Context: an optimization exercise on an open-source flow, tuned for small area, a short achievable clock period and few clock cycles per item. The choices shown serve that exercise and are no tape-out recipe.
At most, simulation tests tie the RTL to the original design; equivalence was not proved.
The flow treats the clock pin as an ideal source, which a real chip does not have.

==> inputs of willow <==
Design OSTop, start of the top module:
module OSTop (clk, rstnSys, startSys, MemOutputA0, MemOutputA1, MemOutputA2, MemOutputA3, MemOutputB0, MemOutputB1, MemOutputB2, MemOutputB3, OpC00, OpC01, OpC02, OpC03, OpC10, OpC11, OpC12, OpC13, OpC20, OpC21, OpC22, OpC23, OpC30, OpC31, OpC32, OpC33, BankAddr, start_check);
export LEC_CHECK = 0
export CAP_MARGIN = 20
export CORE_MARGIN = 2
export CORE_UTILIZATION = 25
export SETUP_SLACK_MARGIN = 5
export SLEW_MARGIN = 20
export SYNTH_HIERARCHICAL = 1
create_clock -name core_clock -period 11.0 [get_ports {clk}]
run.sh (not shown) runs the stock make flow with config.mk's settings and CLKGATE_MAP_FILE= SYNTH_SCRIPT=/design/flow/synth_recipe.tcl, a recipe that flattens the netlist after the stock synthesis.
==> inputs of fjord, as changes to willow <==
- CORE_UTILIZATION: 25 -> 32
==> summary of the runs <==
willow ended with an error in global routing, error GRT-0116. fjord died in global routing, error GRT-0116. In area after synthesis, fjord and willow do not differ. Synthesized cell count is the same in willow and fjord.
No run of this note included a check of the RTL's function; only the layout flow was run.

========
==> inputs of run K <==
OSTop, a different RTL version from the one above (not shown whole).
==> module CTRL, before the edit <==
module CTRL (clk, rstnSys, startSys, phase, BankAddr, start_check);
  input clk, rstnSys, startSys;
  output [1:0] phase;
  output reg [9:0] BankAddr;
  output start_check;
  reg run;                        
  wire go = run | startSys;       
  reg [1:0] ph;
  assign phase = ph;
  wire last = run & (ph == 2'd3);
  always @(posedge clk) begin
    if (!rstnSys) begin
      run <= 1'b0;
      ph <= 2'd0;
      BankAddr <= 10'd0;
    end else if (go) begin
      run <= 1'b1;
      if (run) ph <= last ? 2'd0 : ph + 2'd1;
      if (run && ph == 2'd2) BankAddr <= BankAddr + 10'd1;
    end
  end
  reg [4:1] vld;
  always @(posedge clk) begin
    if (!rstnSys) vld <= 4'd0;
    else vld <= {vld[3:1], last};
  end
  assign start_check = vld[4];
endmodule
==> module DATA, before the edit <==
module DATA (clk, phase, MemOutputA0, MemOutputA1, MemOutputA2, MemOutputA3,
             MemOutputB0, MemOutputB1, MemOutputB2, MemOutputB3,
             OpC00, OpC01, OpC02, OpC03, OpC10, OpC11, OpC12, OpC13,
             OpC20, OpC21, OpC22, OpC23, OpC30, OpC31, OpC32, OpC33);
  input clk;
  input [1:0] phase;
  input [255:0] MemOutputA0, MemOutputA1, MemOutputA2, MemOutputA3;
  input [255:0] MemOutputB0, MemOutputB1, MemOutputB2, MemOutputB3;
  output [31:0] OpC00, OpC01, OpC02, OpC03, OpC10, OpC11, OpC12, OpC13;
  output [31:0] OpC20, OpC21, OpC22, OpC23, OpC30, OpC31, OpC32, OpC33;
  wire [255:0] sa0 = phase[1] ? (phase[0] ? MemOutputA3 : MemOutputA2) : (phase[0] ? MemOutputA1 : MemOutputA0);
  wire [255:0] st0;
  genvar k;
  generate
    for (k = 0; k < 8; k = k + 1) begin : gm
      OS3A m0 (sa0[32*k+31:32*k], st0[32*k+31:32*k]);
    end
  endgenerate
  reg [255:0] ra0, rt0;
  reg [255:0] rb0;
  reg [255:0] rb1;
  reg [255:0] rb2;
  reg [255:0] rb3;
  always @(posedge clk) begin
    ra0 <= sa0;
    rt0 <= st0;
    rb0 <= MemOutputB0;
    rb1 <= MemOutputB1;
    rb2 <= MemOutputB2;
    rb3 <= MemOutputB3;
  end
  wire [127:0] s1_0, s2_0, s3_0;
  wire [127:0] s1_1, s2_1, s3_1;
  wire [127:0] s1_2, s2_2, s3_2;
  wire [127:0] s1_3, s2_3, s3_3;
  generate
    for (k = 0; k < 8; k = k + 1) begin : ge
      OSPEArray e0 (rb0[32*k+31:32*k], s1_0[16*k+15:16*k], s2_0[16*k+15:16*k], s3_0[16*k+15:16*k]);
      OSPEArray e1 (rb1[32*k+31:32*k], s1_1[16*k+15:16*k], s2_1[16*k+15:16*k], s3_1[16*k+15:16*k]);
      OSPEArray e2 (rb2[32*k+31:32*k], s1_2[16*k+15:16*k], s2_2[16*k+15:16*k], s3_2[16*k+15:16*k]);
      OSPEArray e3 (rb3[32*k+31:32*k], s1_3[16*k+15:16*k], s2_3[16*k+15:16*k], s3_3[16*k+15:16*k]);
    end
  endgenerate
  wire [31:0] c00;
  OSDot t00 (clk, ra0, rt0, s1_0, s2_0, s3_0, c00);
  wire [31:0] c01;
  OSDot t01 (clk, ra0, rt0, s1_1, s2_1, s3_1, c01);
  wire [31:0] c02;
  OSDot t02 (clk, ra0, rt0, s1_2, s2_2, s3_2, c02);
  wire [31:0] c03;
  OSDot t03 (clk, ra0, rt0, s1_3, s2_3, s3_3, c03);
  reg [31:0] h0_00;
  reg [31:0] h1_00;
  reg [31:0] h2_00;
  always @(posedge clk) begin
    h0_00 <= c00;
    h1_00 <= h0_00;
    h2_00 <= h1_00;
  end
  reg [31:0] h0_01;
  reg [31:0] h1_01;
  reg [31:0] h2_01;
  always @(posedge clk) begin
    h0_01 <= c01;
    h1_01 <= h0_01;
    h2_01 <= h1_01;
  end
  reg [31:0] h0_02;
  reg [31:0] h1_02;
  reg [31:0] h2_02;
  always @(posedge clk) begin
    h0_02 <= c02;
    h1_02 <= h0_02;
    h2_02 <= h1_02;
  end
  reg [31:0] h0_03;
  reg [31:0] h1_03;
  reg [31:0] h2_03;
  always @(posedge clk) begin
    h0_03 <= c03;
    h1_03 <= h0_03;
    h2_03 <= h1_03;
  end
  assign OpC00 = h2_00;
  assign OpC01 = h2_01;
  assign OpC02 = h2_02;
  assign OpC03 = h2_03;
  assign OpC10 = h1_00;
  assign OpC11 = h1_01;
  assign OpC12 = h1_02;
  assign OpC13 = h1_03;
  assign OpC20 = h0_00;
  assign OpC21 = h0_01;
  assign OpC22 = h0_02;
  assign OpC23 = h0_03;
  assign OpC30 = c00;
  assign OpC31 = c01;
  assign OpC32 = c02;
  assign OpC33 = c03;
endmodule
==> flow/config.mk <==
export PLATFORM = sky130hd
export DESIGN_NAME = OSTop
export DESIGN_NICKNAME = OSTop
export VERILOG_FILES = /design/flow/design.v
export SDC_FILE = /design/flow/constraint.sdc
export NUM_CORES = 8
export LEC_CHECK = 0
export CAP_MARGIN = 20
export CORE_MARGIN = 2
export CORE_UTILIZATION = 30
export PLACE_DENSITY = 0.38
export SLEW_MARGIN = 20
export SYNTH_HIERARCHICAL = 1
==> flow/constraint.sdc <==
create_clock -name core_clock -period 11.0 [get_ports {clk}]
set_input_delay 2.2000 -clock core_clock [delete_from_list [all_inputs] [get_ports {clk}]]
set_output_delay 2.2000 -clock core_clock [all_outputs]
set_load 0.01 [all_outputs]
standard.sh (not shown) runs the stock make flow with config.mk's settings and CLKGATE_MAP_FILE= SYNTH_SCRIPT=/design/flow/synth_recipe.tcl, a recipe that flattens the netlist after the stock synthesis.
==> flow/flow/run.sh <==
#!/bin/bash
# Own layout flow: the standard ORFS flow (standard.sh) with two changes to
# how the layout is made:
#  - the timing repair steps run with a larger setup-slack margin
#    (flow/margin.txt), so they aim at a shorter period than constraint.sdc's;
#  - global routing keeps more of the lower metal layers free
#    (flow/fastroute.tcl), which leaves room on met1/met2 for pin access and
#    lets the detailed router finish.
# Every tool's output goes to log files in this work folder (flow_make.log and
# ORFS's own logs under orfs/logs).
set -euo pipefail
cd "$(dirname "$0")/.."
W=$PWD
MARGIN=$(cat flow/margin.txt)
bash standard.sh SETUP_SLACK_MARGIN=$MARGIN FASTROUTE_TCL=$W/flow/fastroute.tcl \
  PRE_GLOBAL_ROUTE_TCL=$W/flow/fastroute.tcl finish > flow_make.log 2>&1 || { tail -50 flow_make.log; exit 1; }
tail -5 flow_make.log
==> flow/flow/fastroute.tcl <==
# Global routing capacity per layer: keep more of met1/met2 free for pin access.
set_global_routing_layer_adjustment met1 0.7
set_global_routing_layer_adjustment met2 0.5
set_global_routing_layer_adjustment met3 0.15
set_global_routing_layer_adjustment met4 0.15
set_global_routing_layer_adjustment met5 0.15
set_routing_layers -clock met3-met5
set_routing_layers -signal met1-met5
==> flow/flow/margin.txt <==
6.7
==> run R: changes against run K <==
--- a/flow/design.v
+++ b/flow/design.v
@@ -24,7 +24,7 @@
   wire go = run | startSys;       
   reg [1:0] ph;
   assign phase = ph;
-  wire last = run & (ph == 2'd3);
+  wire last = run & (ph == 2'd1);
   always @(posedge clk) begin
     if (!rstnSys) begin
       run <= 1'b0;
@@ -33,7 +33,7 @@
     end else if (go) begin
       run <= 1'b1;
       if (run) ph <= last ? 2'd0 : ph + 2'd1;
-      if (run && ph == 2'd2) BankAddr <= BankAddr + 10'd1;
+      if (run && ph == 2'd0) BankAddr <= BankAddr + 10'd1;
     end
   end
   reg [4:1] vld;
@@ -53,15 +53,19 @@
   input [255:0] MemOutputB0, MemOutputB1, MemOutputB2, MemOutputB3;
   output [31:0] OpC00, OpC01, OpC02, OpC03, OpC10, OpC11, OpC12, OpC13;
   output [31:0] OpC20, OpC21, OpC22, OpC23, OpC30, OpC31, OpC32, OpC33;
-  wire [255:0] sa0 = phase[1] ? (phase[0] ? MemOutputA3 : MemOutputA2) : (phase[0] ? MemOutputA1 : MemOutputA0);
+  wire [255:0] sa0 = phase[0] ? MemOutputA2 : MemOutputA0;
   wire [255:0] st0;
+  wire [255:0] sa1 = phase[0] ? MemOutputA3 : MemOutputA1;
+  wire [255:0] st1;
   genvar k;
   generate
     for (k = 0; k < 8; k = k + 1) begin : gm
       OS3A m0 (sa0[32*k+31:32*k], st0[32*k+31:32*k]);
+      OS3A m1 (sa1[32*k+31:32*k], st1[32*k+31:32*k]);
     end
   endgenerate
   reg [255:0] ra0, rt0;
+  reg [255:0] ra1, rt1;
   reg [255:0] rb0;
   reg [255:0] rb1;
   reg [255:0] rb2;
@@ -69,6 +73,8 @@
   always @(posedge clk) begin
     ra0 <= sa0;
     rt0 <= st0;
+    ra1 <= sa1;
+    rt1 <= st1;
     rb0 <= MemOutputB0;
     rb1 <= MemOutputB1;
     rb2 <= MemOutputB2;
@@ -94,54 +100,62 @@
   OSDot t02 (clk, ra0, rt0, s1_2, s2_2, s3_2, c02);
   wire [31:0] c03;
   OSDot t03 (clk, ra0, rt0, s1_3, s2_3, s3_3, c03);
+  wire [31:0] c10;
+  OSDot t10 (clk, ra1, rt1, s1_0, s2_0, s3_0, c10);
+  wire [31:0] c11;
+  OSDot t11 (clk, ra1, rt1, s1_1, s2_1, s3_1, c11);
+  wire [31:0] c12;
+  OSDot t12 (clk, ra1, rt1, s1_2, s2_2, s3_2, c12);
+  wire [31:0] c13;
+  OSDot t13 (clk, ra1, rt1, s1_3, s2_3, s3_3, c13);
   reg [31:0] h0_00;
-  reg [31:0] h1_00;
-  reg [31:0] h2_00;
   always @(posedge clk) begin
     h0_00 <= c00;
-    h1_00 <= h0_00;
-    h2_00 <= h1_00;
   end
   reg [31:0] h0_01;
-  reg [31:0] h1_01;
-  reg [31:0] h2_01;
   always @(posedge clk) begin
     h0_01 <= c01;
-    h1_01 <= h0_01;
-    h2_01 <= h1_01;
   end
   reg [31:0] h0_02;
-  reg [31:0] h1_02;
-  reg [31:0] h2_02;
   always @(posedge clk) begin
     h0_02 <= c02;
-    h1_02 <= h0_02;
-    h2_02 <= h1_02;
   end
   reg [31:0] h0_03;
-  reg [31:0] h1_03;
-  reg [31:0] h2_03;
   always @(posedge clk) begin
     h0_03 <= c03;
-    h1_03 <= h0_03;
-    h2_03 <= h1_03;
   end
-  assign OpC00 = h2_00;
-  assign OpC01 = h2_01;
-  assign OpC02 = h2_02;
-  assign OpC03 = h2_03;
-  assign OpC10 = h1_00;
-  assign OpC11 = h1_01;
-  assign OpC12 = h1_02;
-  assign OpC13 = h1_03;
-  assign OpC20 = h0_00;
-  assign OpC21 = h0_01;
-  assign OpC22 = h0_02;
-  assign OpC23 = h0_03;
-  assign OpC30 = c00;
-  assign OpC31 = c01;
-  assign OpC32 = c02;
-  assign OpC33 = c03;
+  reg [31:0] h0_10;
+  always @(posedge clk) begin
+    h0_10 <= c10;
+  end
+  reg [31:0] h0_11;
+  always @(posedge clk) begin
+    h0_11 <= c11;
+  end
+  reg [31:0] h0_12;
+  always @(posedge clk) begin
+    h0_12 <= c12;
+  end
+  reg [31:0] h0_13;
+  always @(posedge clk) begin
+    h0_13 <= c13;
+  end
+  assign OpC00 = h0_00;
+  assign OpC01 = h0_01;
+  assign OpC02 = h0_02;
+  assign OpC03 = h0_03;
+  assign OpC10 = h0_10;
+  assign OpC11 = h0_11;
+  assign OpC12 = h0_12;
+  assign OpC13 = h0_13;
+  assign OpC20 = c00;
+  assign OpC21 = c01;
+  assign OpC22 = c02;
+  assign OpC23 = c03;
+  assign OpC30 = c10;
+  assign OpC31 = c11;
+  assign OpC32 = c12;
+  assign OpC33 = c13;
 endmodule
 module OS3A (a, t);
   input [31:0] a;
==> flow/flow/run.sh (replaced) <==
#!/bin/bash
# Own layout flow: the standard ORFS flow (standard.sh) with these changes to
# how the layout is made:
#  - the timing repair steps run with a larger setup-slack margin
#    (flow/margin.txt), so they aim at a shorter period than constraint.sdc's;
#  - global routing keeps more of met1/met2 free (flow/fastroute.tcl), which
#    leaves room for pin access;
#  - detailed placement keeps empty sites beside the a222oi cells (flow/pad.tcl),
#    whose input pins are hard to reach;
#  - every input and output port gets a buffer as in the standard flow, but
#    the smallest one (buf_1); timing repair resizes it where needed.
# Every tool's output goes to log files in this work folder (flow_make.log and
# ORFS's own logs under orfs/logs).
set -euo pipefail
cd "$(dirname "$0")/.."
W=$PWD
MARGIN=$(cat flow/margin.txt)
bash standard.sh SETUP_SLACK_MARGIN=$MARGIN FASTROUTE_TCL=$W/flow/fastroute.tcl \
  PRE_DETAIL_PLACE_TCL=$W/flow/pad.tcl PRE_CTS_TCL=$W/flow/pad.tcl \
  PRE_GLOBAL_ROUTE_TCL=$W/flow/pregrt.tcl \
  "BUFFER_PORTS_ARGS=-buffer_cell sky130_fd_sc_hd__buf_1" finish > flow_make.log 2>&1 || { tail -50 flow_make.log; exit 1; }
tail -5 flow_make.log
==> flow/flow/fastroute.tcl (replaced) <==
# Global routing capacity per layer: keep more of met1/met2 free for pin access.
set_global_routing_layer_adjustment met1 0.65
set_global_routing_layer_adjustment met2 0.45
set_global_routing_layer_adjustment met3 0.2
set_global_routing_layer_adjustment met4 0.2
set_global_routing_layer_adjustment met5 0.2
set_routing_layers -clock met3-met5
set_routing_layers -signal met1-met5
==> flow/flow/pad.tcl (new file) <==
set_placement_padding -masters sky130_fd_sc_hd__a222oi_1 -left 2 -right 2
==> flow/flow/pregrt.tcl (new file) <==
source [file join [file dirname [info script]] fastroute.tcl]
source [file join [file dirname [info script]] pad.tcl]
- CELL_PAD_IN_SITES_GLOBAL_PLACEMENT: not set -> 1
- PLACE_DENSITY: 0.38 -> 0.4
==> run C: changes against run K <==
--- a/flow/design.v
+++ b/flow/design.v
@@ -24,7 +24,7 @@
   wire go = run | startSys;       
   reg [1:0] ph;
   assign phase = ph;
-  wire last = run & (ph == 2'd3);
+  wire last = run & (ph == 2'd1);
   always @(posedge clk) begin
     if (!rstnSys) begin
       run <= 1'b0;
@@ -33,7 +33,7 @@
     end else if (go) begin
       run <= 1'b1;
       if (run) ph <= last ? 2'd0 : ph + 2'd1;
-      if (run && ph == 2'd2) BankAddr <= BankAddr + 10'd1;
+      if (run && ph == 2'd0) BankAddr <= BankAddr + 10'd1;
     end
   end
   reg [4:1] vld;
@@ -53,15 +53,19 @@
   input [255:0] MemOutputB0, MemOutputB1, MemOutputB2, MemOutputB3;
   output [31:0] OpC00, OpC01, OpC02, OpC03, OpC10, OpC11, OpC12, OpC13;
   output [31:0] OpC20, OpC21, OpC22, OpC23, OpC30, OpC31, OpC32, OpC33;
-  wire [255:0] sa0 = phase[1] ? (phase[0] ? MemOutputA3 : MemOutputA2) : (phase[0] ? MemOutputA1 : MemOutputA0);
+  wire [255:0] sa0 = phase[0] ? MemOutputA2 : MemOutputA0;
   wire [255:0] st0;
+  wire [255:0] sa1 = phase[0] ? MemOutputA3 : MemOutputA1;
+  wire [255:0] st1;
   genvar k;
   generate
     for (k = 0; k < 8; k = k + 1) begin : gm
       OS3A m0 (sa0[32*k+31:32*k], st0[32*k+31:32*k]);
+      OS3A m1 (sa1[32*k+31:32*k], st1[32*k+31:32*k]);
     end
   endgenerate
   reg [255:0] ra0, rt0;
+  reg [255:0] ra1, rt1;
   reg [255:0] rb0;
   reg [255:0] rb1;
   reg [255:0] rb2;
@@ -69,6 +73,8 @@
   always @(posedge clk) begin
     ra0 <= sa0;
     rt0 <= st0;
+    ra1 <= sa1;
+    rt1 <= st1;
     rb0 <= MemOutputB0;
     rb1 <= MemOutputB1;
     rb2 <= MemOutputB2;
@@ -94,54 +100,62 @@
   OSDot t02 (clk, ra0, rt0, s1_2, s2_2, s3_2, c02);
   wire [31:0] c03;
   OSDot t03 (clk, ra0, rt0, s1_3, s2_3, s3_3, c03);
+  wire [31:0] c10;
+  OSDot t10 (clk, ra1, rt1, s1_0, s2_0, s3_0, c10);
+  wire [31:0] c11;
+  OSDot t11 (clk, ra1, rt1, s1_1, s2_1, s3_1, c11);
+  wire [31:0] c12;
+  OSDot t12 (clk, ra1, rt1, s1_2, s2_2, s3_2, c12);
+  wire [31:0] c13;
+  OSDot t13 (clk, ra1, rt1, s1_3, s2_3, s3_3, c13);
   reg [31:0] h0_00;
-  reg [31:0] h1_00;
-  reg [31:0] h2_00;
   always @(posedge clk) begin
     h0_00 <= c00;
-    h1_00 <= h0_00;
-    h2_00 <= h1_00;
   end
   reg [31:0] h0_01;
-  reg [31:0] h1_01;
-  reg [31:0] h2_01;
   always @(posedge clk) begin
     h0_01 <= c01;
-    h1_01 <= h0_01;
-    h2_01 <= h1_01;
   end
   reg [31:0] h0_02;
-  reg [31:0] h1_02;
-  reg [31:0] h2_02;
   always @(posedge clk) begin
     h0_02 <= c02;
-    h1_02 <= h0_02;
-    h2_02 <= h1_02;
   end
   reg [31:0] h0_03;
-  reg [31:0] h1_03;
-  reg [31:0] h2_03;
   always @(posedge clk) begin
     h0_03 <= c03;
-    h1_03 <= h0_03;
-    h2_03 <= h1_03;
   end
-  assign OpC00 = h2_00;
-  assign OpC01 = h2_01;
-  assign OpC02 = h2_02;
-  assign OpC03 = h2_03;
-  assign OpC10 = h1_00;
-  assign OpC11 = h1_01;
-  assign OpC12 = h1_02;
-  assign OpC13 = h1_03;
-  assign OpC20 = h0_00;
-  assign OpC21 = h0_01;
-  assign OpC22 = h0_02;
-  assign OpC23 = h0_03;
-  assign OpC30 = c00;
-  assign OpC31 = c01;
-  assign OpC32 = c02;
-  assign OpC33 = c03;
+  reg [31:0] h0_10;
+  always @(posedge clk) begin
+    h0_10 <= c10;
+  end
+  reg [31:0] h0_11;
+  always @(posedge clk) begin
+    h0_11 <= c11;
+  end
+  reg [31:0] h0_12;
+  always @(posedge clk) begin
+    h0_12 <= c12;
+  end
+  reg [31:0] h0_13;
+  always @(posedge clk) begin
+    h0_13 <= c13;
+  end
+  assign OpC00 = h0_00;
+  assign OpC01 = h0_01;
+  assign OpC02 = h0_02;
+  assign OpC03 = h0_03;
+  assign OpC10 = h0_10;
+  assign OpC11 = h0_11;
+  assign OpC12 = h0_12;
+  assign OpC13 = h0_13;
+  assign OpC20 = c00;
+  assign OpC21 = c01;
+  assign OpC22 = c02;
+  assign OpC23 = c03;
+  assign OpC30 = c10;
+  assign OpC31 = c11;
+  assign OpC32 = c12;
+  assign OpC33 = c13;
 endmodule
 module OS3A (a, t);
   input [31:0] a;
==> flow/flow/run.sh (replaced) <==
#!/bin/bash
# Own layout flow: the standard ORFS flow (standard.sh) with these changes to
# how the layout is made:
#  - the timing repair steps run with a larger setup-slack margin
#    (flow/margin.txt), so they aim at a shorter period than constraint.sdc's;
#  - global routing keeps more of met1/met2 free (flow/fastroute.tcl), which
#    leaves room for pin access;
#  - detailed placement keeps empty sites beside the a222oi cells (flow/pad.tcl),
#    whose input pins are hard to reach;
#  - every input and output port gets a buffer as in the standard flow, but
#    the smallest one (buf_1); timing repair resizes it where needed.
# Every tool's output goes to log files in this work folder (flow_make.log and
# ORFS's own logs under orfs/logs).
set -euo pipefail
cd "$(dirname "$0")/.."
W=$PWD
MARGIN=$(cat flow/margin.txt)
bash standard.sh SETUP_SLACK_MARGIN=$MARGIN FASTROUTE_TCL=$W/flow/fastroute.tcl \
  PRE_DETAIL_PLACE_TCL=$W/flow/pad.tcl PRE_CTS_TCL=$W/flow/pad.tcl \
  PRE_GLOBAL_ROUTE_TCL=$W/flow/pregrt.tcl \
  "BUFFER_PORTS_ARGS=-buffer_cell sky130_fd_sc_hd__buf_1" finish > flow_make.log 2>&1 || { tail -50 flow_make.log; exit 1; }
tail -5 flow_make.log
==> flow/flow/fastroute.tcl (replaced) <==
# Global routing capacity per layer: keep more of met1/met2 free for pin access.
set_global_routing_layer_adjustment met1 0.62
set_global_routing_layer_adjustment met2 0.42
set_global_routing_layer_adjustment met3 0.2
set_global_routing_layer_adjustment met4 0.2
set_global_routing_layer_adjustment met5 0.2
set_routing_layers -clock met3-met5
set_routing_layers -signal met1-met5
==> flow/flow/pad.tcl (new file) <==
set_placement_padding -masters sky130_fd_sc_hd__a222oi_1 -left 2 -right 2
==> flow/flow/pregrt.tcl (new file) <==
source [file join [file dirname [info script]] fastroute.tcl]
source [file join [file dirname [info script]] pad.tcl]
- CELL_PAD_IN_SITES_GLOBAL_PLACEMENT: not set -> 1
- CORE_UTILIZATION: 30 -> 22
- PLACE_DENSITY: 0.38 -> 0.3
==> comparison table <==
Outcome: run K did not finish; run C did not finish; run R did not finish
Failing step: run K 5_1_grt; run C 5_1_grt; run R 5_1_grt
Placed Instance Area: run K 0.421 sq mm; run C 0.778 sq mm; run R 0.758 sq mm
Worst setup timing slack at the placement stage: run K 5.13 ns; run C 5.09 ns; run R 5.21 ns
Number of standard-cell rows in the floorplan: run K 414; run C 661; run R 566
Die Wd: run K 1130 um; run C 1800 um; run R 1540 um
Clock buffers created by TritonCTS: run K 569; run C 1053; run R 924
Mapped Nets: run K 40.4k; run C 75.6k; run R 75.6k
Post-CTS Setup Repair Bufs: run K 77; run C 1738; run R 1244
Die height: run K 1130 um; run C 1800 um; run R 1540 um
Synthesized area divided by synthesized cell count: run K 12.7 sq um; run C 12.5 sq um; run R 12.5 sq um
Effective utilization at floorplan: run K 30.0%; run C 22.0%; run R 30.0%
Detail Placement HPWL: run K 2120000 um; run C 6170000 um; run R 5490000 um
# resized after CTS: run K 1522; run C 8040; run R 6499
Post-Syn Area: run K 0.381 sq mm; run C 0.712 sq mm; run R 0.712 sq mm
Testbench counts of run K, summed over its fixed seeds: cycles 6,432, items 1,600.
Testbench counts of run R, summed over its fixed seeds: cycles 3,232, items 1,600.
Testbench counts of run C, summed over its fixed seeds: cycles 3,232, items 1,600.
